This is an optimization exercise on Yosys and OpenROAD, whose aim is small area and a short achievable clock period, not a production implementation.
Function was checked by simulation only, so behaviour that the tests miss may differ from the original.

v4:
==> flow/design.v (excerpt) <==
module notch_filter #(
    parameter int DATA_WIDTH = 16
)(
    input  logic                    clk,
    input  logic                    rst_n,
    input  logic                    valid_i,
    input  logic signed [DATA_WIDTH-1:0] data_i,
    output logic                    valid_o,
    output logic signed [DATA_WIDTH-1:0] data_o
);
==> flow/config.mk <==
export PLATFORM = sky130hd
export DESIGN_NAME = notch_filter
export DESIGN_NICKNAME = notch_filter
export VERILOG_FILES = /design/flow/design.v
export SDC_FILE = /design/flow/constraint.sdc
export NUM_CORES = 4
export LEC_CHECK = 0
export CAP_MARGIN = 20
export CORE_MARGIN = 2
export CORE_UTILIZATION = 40
export CTS_CLUSTER_DIAMETER = 100
export CTS_CLUSTER_SIZE = 30
export SLEW_MARGIN = 20
export SYNTH_HIERARCHICAL = 1
==> flow/constraint.sdc <==
create_clock -name core_clock -period 12.0 [get_ports {clk}]
set_input_delay 2.4000 -clock core_clock [delete_from_list [all_inputs] [get_ports {clk}]]
set_output_delay 2.4000 -clock core_clock [all_outputs]
set_load 0.01 [all_outputs]
run.sh (not shown) runs the stock make flow with config.mk's settings and CLKGATE_MAP_FILE= SYNTH_SCRIPT=/design/flow/synth_recipe.tcl, a recipe that flattens the netlist after the stock synthesis.
For v2, these inputs were changed with respect to v4:
-- flow/config.mk --
<<< v4, line 10
export CORE_UTILIZATION = 40
export CTS_CLUSTER_DIAMETER = 100
export CTS_CLUSTER_SIZE = 30
>>> v2, line 10
export CORE_UTILIZATION = 40
export CTS_CLUSTER_DIAMETER = 60
export CTS_CLUSTER_SIZE = 30
From v4 to v2 the numbers moved as follows: time the worst path needs with I/O delays and setup shrank by 6.4 ps; via count grew by 105. Compared to v4, the routing of v2 uses more wire. v2 vs. v4: final area went up by about 3%. On global-route track usage on met1, v4 tracks v2 almost exactly. Slowest cell on the critical path = sky130_fd_sc_hd__edfxtp_1: v4; slowest cell on the critical path = sky130_fd_sc_hd__fa_1: v2. Per the comparison of v2 with v4, count of final hold-check violations closely matched the old numbers, number of vias per cell after detailed routing closely matched the old numbers, setup clock skew after layout about even, core utilization increased 1.3 points.
## Diff of input files: v46 against v2
-- flow/config.mk --
<<< v2, line 10
export CORE_UTILIZATION = 40
export CTS_CLUSTER_DIAMETER = 60
export CTS_CLUSTER_SIZE = 30
>>> v46, line 10
export CORE_UTILIZATION = 40
export CTS_CLUSTER_DIAMETER = 150
export CTS_CLUSTER_SIZE = 30
Findings:
- Taking v2 as the reference, in v46 count of clock buffers in the final design shrank by 10.


run 1:
Another version of the RTL of notch_filter (not shown whole).
Size: about 810 cells after synthesis, roughly 250 flip-flops, roughly 36 I/O pins, roughly 13000 sq um of cells after synthesis.
clock: 12.0 ns
lec_check: 0
cap_margin: 20
core_margin: 2
core_utilization: 48
cts_cluster_diameter: 100
cts_cluster_size: 30
slew_margin: 20
synth_hierarchical: 1
## Diff of input files: run 2 against run 1
Settings: swapping 48 for 40 in CORE_UTILIZATION.
Findings:
Comparing run 1 against run 2, there is no change at all in multi-input logic area.
On top fanout value on the critical path: between run 1 and run 2, it ends up lower for run 1.
Between run 2 and run 1, it is run 2 whose horizontal die dimension is higher, by about 9%.
Setup WNS run 1 -> run 2: better
The final reports for run 2 and run 1 show post-place instance area higher in the former.
Run 2 ends up with a largest incremental delay on the critical path that is 110 ps lower than in run 1.
Changes observed in run 2 relative to run 1: later-pin clock latency in the skew report neither gained nor lost much; highest achievable clock rate saw an increase; routed wire length shows a reduction of about 5%; sequential share of layout area now smaller.
## Diff of input files: run 3 against run 2
Settings: CORE_UTILIZATION: 40 -> 35.
==> notes.md <==
- ~same data arrival time of the critical path in run 3 and run 2
- Compared run 2 against run 3.
- Lower number of cells in the finished layout apart from fillers goes to run 2 over run 3.


## before
Another version of the RTL of notch_filter (not shown whole).
For scale: ~800 cells after synthesis, roughly 250 flip-flops, about 36 I/O pins, ~13000 sq um of cells after synthesis.
Settings: LEC_CHECK=0, CAP_MARGIN=20, CORE_MARGIN=2, CORE_UTILIZATION=40, CTS_CLUSTER_DIAMETER=100, CTS_CLUSTER_SIZE=32, SLEW_MARGIN=20, SYNTH_HIERARCHICAL=1; clock period 12.0 ns.
The inputs of after differ from those of before as listed below.
# before
export LEC_CHECK = 0
export CAP_MARGIN = 20
export CORE_MARGIN = 2
export CORE_UTILIZATION = 40
export CTS_CLUSTER_DIAMETER = 100
export CTS_CLUSTER_SIZE = 32
export SLEW_MARGIN = 20
export SYNTH_HIERARCHICAL = 1
create_clock -name core_clock -period 12.0 [get_ports {clk}]
# after
export LEC_CHECK = 0
export CAP_MARGIN = 20
export CORE_MARGIN = 2
export CORE_UTILIZATION = 40
export CTS_CLUSTER_DIAMETER = 100
export CTS_CLUSTER_SIZE = 30
export SLEW_MARGIN = 20
export SYNTH_HIERARCHICAL = 1
create_clock -name core_clock -period 12.0 [get_ports {clk}]
[summary]
The worst hold slack of after and that of before are within noise of each other. Taking before as the reference, in after final area held. Top achievable clock speed: after vs before, no meaningful difference. before -> after: multi-input combinational area share flat. Reported for after and before, inverter count turned out identical to the last digit. before and after ended up with roughly the same setup slack of the critical path after layout.


Another version of the RTL of notch_filter (not shown whole).
For scale: about 1100 cells after synthesis, roughly 0.014 mm^2 of cells after synthesis.
Settings: LEC_CHECK=0, CAP_MARGIN=20, CORE_MARGIN=2, CORE_UTILIZATION=40, SLEW_MARGIN=20; clock period 12.0 ns.
The starting point went through all stages and came out clean.
Next try:
CORE_UTILIZATION = 60   (was 40)
CTS_BUF_LIST = sky130_fd_sc_hd__clkbuf_4 sky130_fd_sc_hd__clkbuf_8   (was unset)
PLACE_DENSITY = 0.75   (was unset)
Result: Count of clock-buffer cells in the layout is higher by 26.
Next try:
CORE_UTILIZATION = 40   (was 60)
CTS_BUF_LIST = sky130_fd_sc_hd__clkbuf_8   (was sky130_fd_sc_hd__clkbuf_4 sky130_fd_sc_hd__clkbuf_8)
CTS_CLUSTER_SIZE = 30   (was unset)
PLACE_DENSITY = unset   (was 0.75)
What happened: Clock-buffer cell count goes down by 9; non-clock buffer count goes down by 2; worst setup slack improved by 0.032 ns; die area goes up by 49%; hold slack got worse by 0.0050 ns.


## v10
Another version of the RTL of notch_filter (not shown whole).
Size in the first run: about 800 cells after synthesis, roughly 250 flip-flops, roughly 36 I/O pins, roughly 13000 um^2 of cells after synthesis.
==> flow/config.mk <==
export PLATFORM = sky130hd
export DESIGN_NAME = notch_filter
export DESIGN_NICKNAME = notch_filter
export VERILOG_FILES = /design/flow/design.v
export SDC_FILE = /design/flow/constraint.sdc
export NUM_CORES = 4
export LEC_CHECK = 0
export CAP_MARGIN = 20
export CORE_MARGIN = 2
export CORE_UTILIZATION = 40
export CTS_CLUSTER_DIAMETER = 80
export CTS_CLUSTER_SIZE = 24
export SLEW_MARGIN = 20
export SYNTH_HIERARCHICAL = 1
==> flow/constraint.sdc <==
create_clock -name core_clock -period 12.0 [get_ports {clk}]
set_input_delay 2.4000 -clock core_clock [delete_from_list [all_inputs] [get_ports {clk}]]
set_output_delay 2.4000 -clock core_clock [all_outputs]
set_load 0.01 [all_outputs]
v10 finished every stage and its layout cleared the timing, design-rule and antenna checks.
What v33 does differently from v10 at the input level:
-- flow/config.mk --
<<< v10, line 9
export CORE_MARGIN = 2
export CORE_UTILIZATION = 40
export CTS_CLUSTER_DIAMETER = 80
export CTS_CLUSTER_SIZE = 24
export SLEW_MARGIN = 20
>>> v33, line 9
export CORE_MARGIN = 2
export CORE_UTILIZATION = 55
export CTS_CLUSTER_DIAMETER = 100
export CTS_CLUSTER_SIZE = 30
export PLACE_DENSITY = 0.7
export SLEW_MARGIN = 20
### Flow results
- Compared with v10, v33 shows a higher routing usage on met3.
- Relative to v10, the maximum achievable frequency measured on v33 has decreased slightly.
- Measured against each other, v10 and v33 differ in least setup slack across all paths after layout, the higher figure coming from v10.
- Final antenna-violating net count came out exactly the same in v10 and v33.
- [v33] total wire length rose about 1% relative to v10
- Final worst hold slack of v10 is on par with v33.
#### Input delta (v54 over v33)
-- flow/config.mk --
<<< v33, line 9
export CORE_MARGIN = 2
export CORE_UTILIZATION = 55
export CTS_CLUSTER_DIAMETER = 100
export CTS_CLUSTER_SIZE = 30
export PLACE_DENSITY = 0.7
export SLEW_MARGIN = 20
>>> v54, line 9
export CORE_MARGIN = 2
export CORE_UTILIZATION = 40
export SLEW_MARGIN = 20
[summary]
v54: flow completed, timing, DRC and antenna clean. Note that the post-placement cell count recorded for v54 amounts to 1.10 times the value seen in v33. Die area (v33 / v54): 0.73. As far as total overflow reported by the global router goes, v33 and v54 are indistinguishable; the numbers are identical. The cell depth of the worst setup path in v54 sits 6 below the value recorded for v33. Changes observed in v54 relative to v33: signed area change from the synthesized netlist to the final layout higher; number of ordinary and repair buffers in the finished layout increased by 1 relative to the old numbers; wire length of the first global-routing pass has decreased.
The inputs of v26 differ from those of v54 as listed below.
-- flow/config.mk --
<<< v54, line 10
export CORE_UTILIZATION = 40
export SLEW_MARGIN = 20
>>> v26, line 10
export CORE_UTILIZATION = 40
export CTS_CLUSTER_DIAMETER = 100
export CTS_CLUSTER_SIZE = 30
export SLEW_MARGIN = 20
Notes after the runs:
- In summary, v26 completed successfully, with a layout that passed the timing, design-rule and antenna checks.
- Flip-flop and latch count came out exactly the same in v26 and v54.
- | buffering stage count on the worst path with inverters included | v26 vs v54 | 1 lower |
- On number of cells on the critical path, the lower figure sits with v54, not v26.
- Compared to v54, v26 leaves more free space in the core.
- As far as count of inserted tapcells goes, v54 and v26 are indistinguishable; the numbers are identical.

==> what the ideal ports hide <==
No port has a modelled driver above. Below, the same layouts with a new extraction and two added sets of constraints. Step 1: set_driving_cell puts a clkbuf_16 on clk and a buf_2 on each other input, an assumption about the parent block. Step 2 also shifts input and output timing later by t, the mid clock arrival at the registers, as if the neighbouring blocks saw the same clock. Slacks: ideal ports / drivers / drivers and shift; pairs: ideal ports / drivers.
| run | t (ns) | slack for setup (ns) | worst register clock-pin slew, ns |
|---|---|---|---|
| v4 | 0.536 | 7.258 / 7.258 / 7.258 | 0.11 / 0.11 |
| v2 | 0.564 | 7.265 / 7.265 / 7.265 | 0.08 / 0.08 |
| v46 | 0.537 | 7.272 / 7.272 / 7.272 | 0.12 / 0.12 |
| run 1 | 0.520 | 7.100 / 7.100 / 7.100 | 0.12 / 0.12 |
| run 2 | 0.520 | 7.137 / 7.137 / 7.137 | 0.12 / 0.12 |
| run 3 | 0.530 | 7.131 / 7.118 / 7.131 | 0.12 / 0.12 |
| before | 0.532 | 7.036 / 7.036 / 7.036 | 0.12 / 0.12 |
| after | 0.538 | 7.037 / 7.037 / 7.037 | 0.12 / 0.12 |
| the first run of note 4 | 0.585 | 6.525 / 6.525 / 6.525 | 0.06 / 0.06 |
| the second run of note 4 | 0.587 | 6.509 / 6.509 / 6.509 | 0.06 / 0.06 |
| the third run of note 4 | 0.581 | 6.542 / 6.542 / 6.542 | 0.07 / 0.07 |
| v10 | 0.538 | 6.824 / 6.781 / 6.837 | 0.10 / 0.10 |
| v33 | 0.524 | 6.778 / 6.778 / 6.778 | 0.11 / 0.11 |
| v54 | 0.589 | 6.793 / 6.745 / 6.812 | 0.06 / 0.06 |
| v26 | 0.525 | 6.826 / 6.799 / 6.826 | 0.11 / 0.11 |
After both steps setup and hold are still met in every run listed.
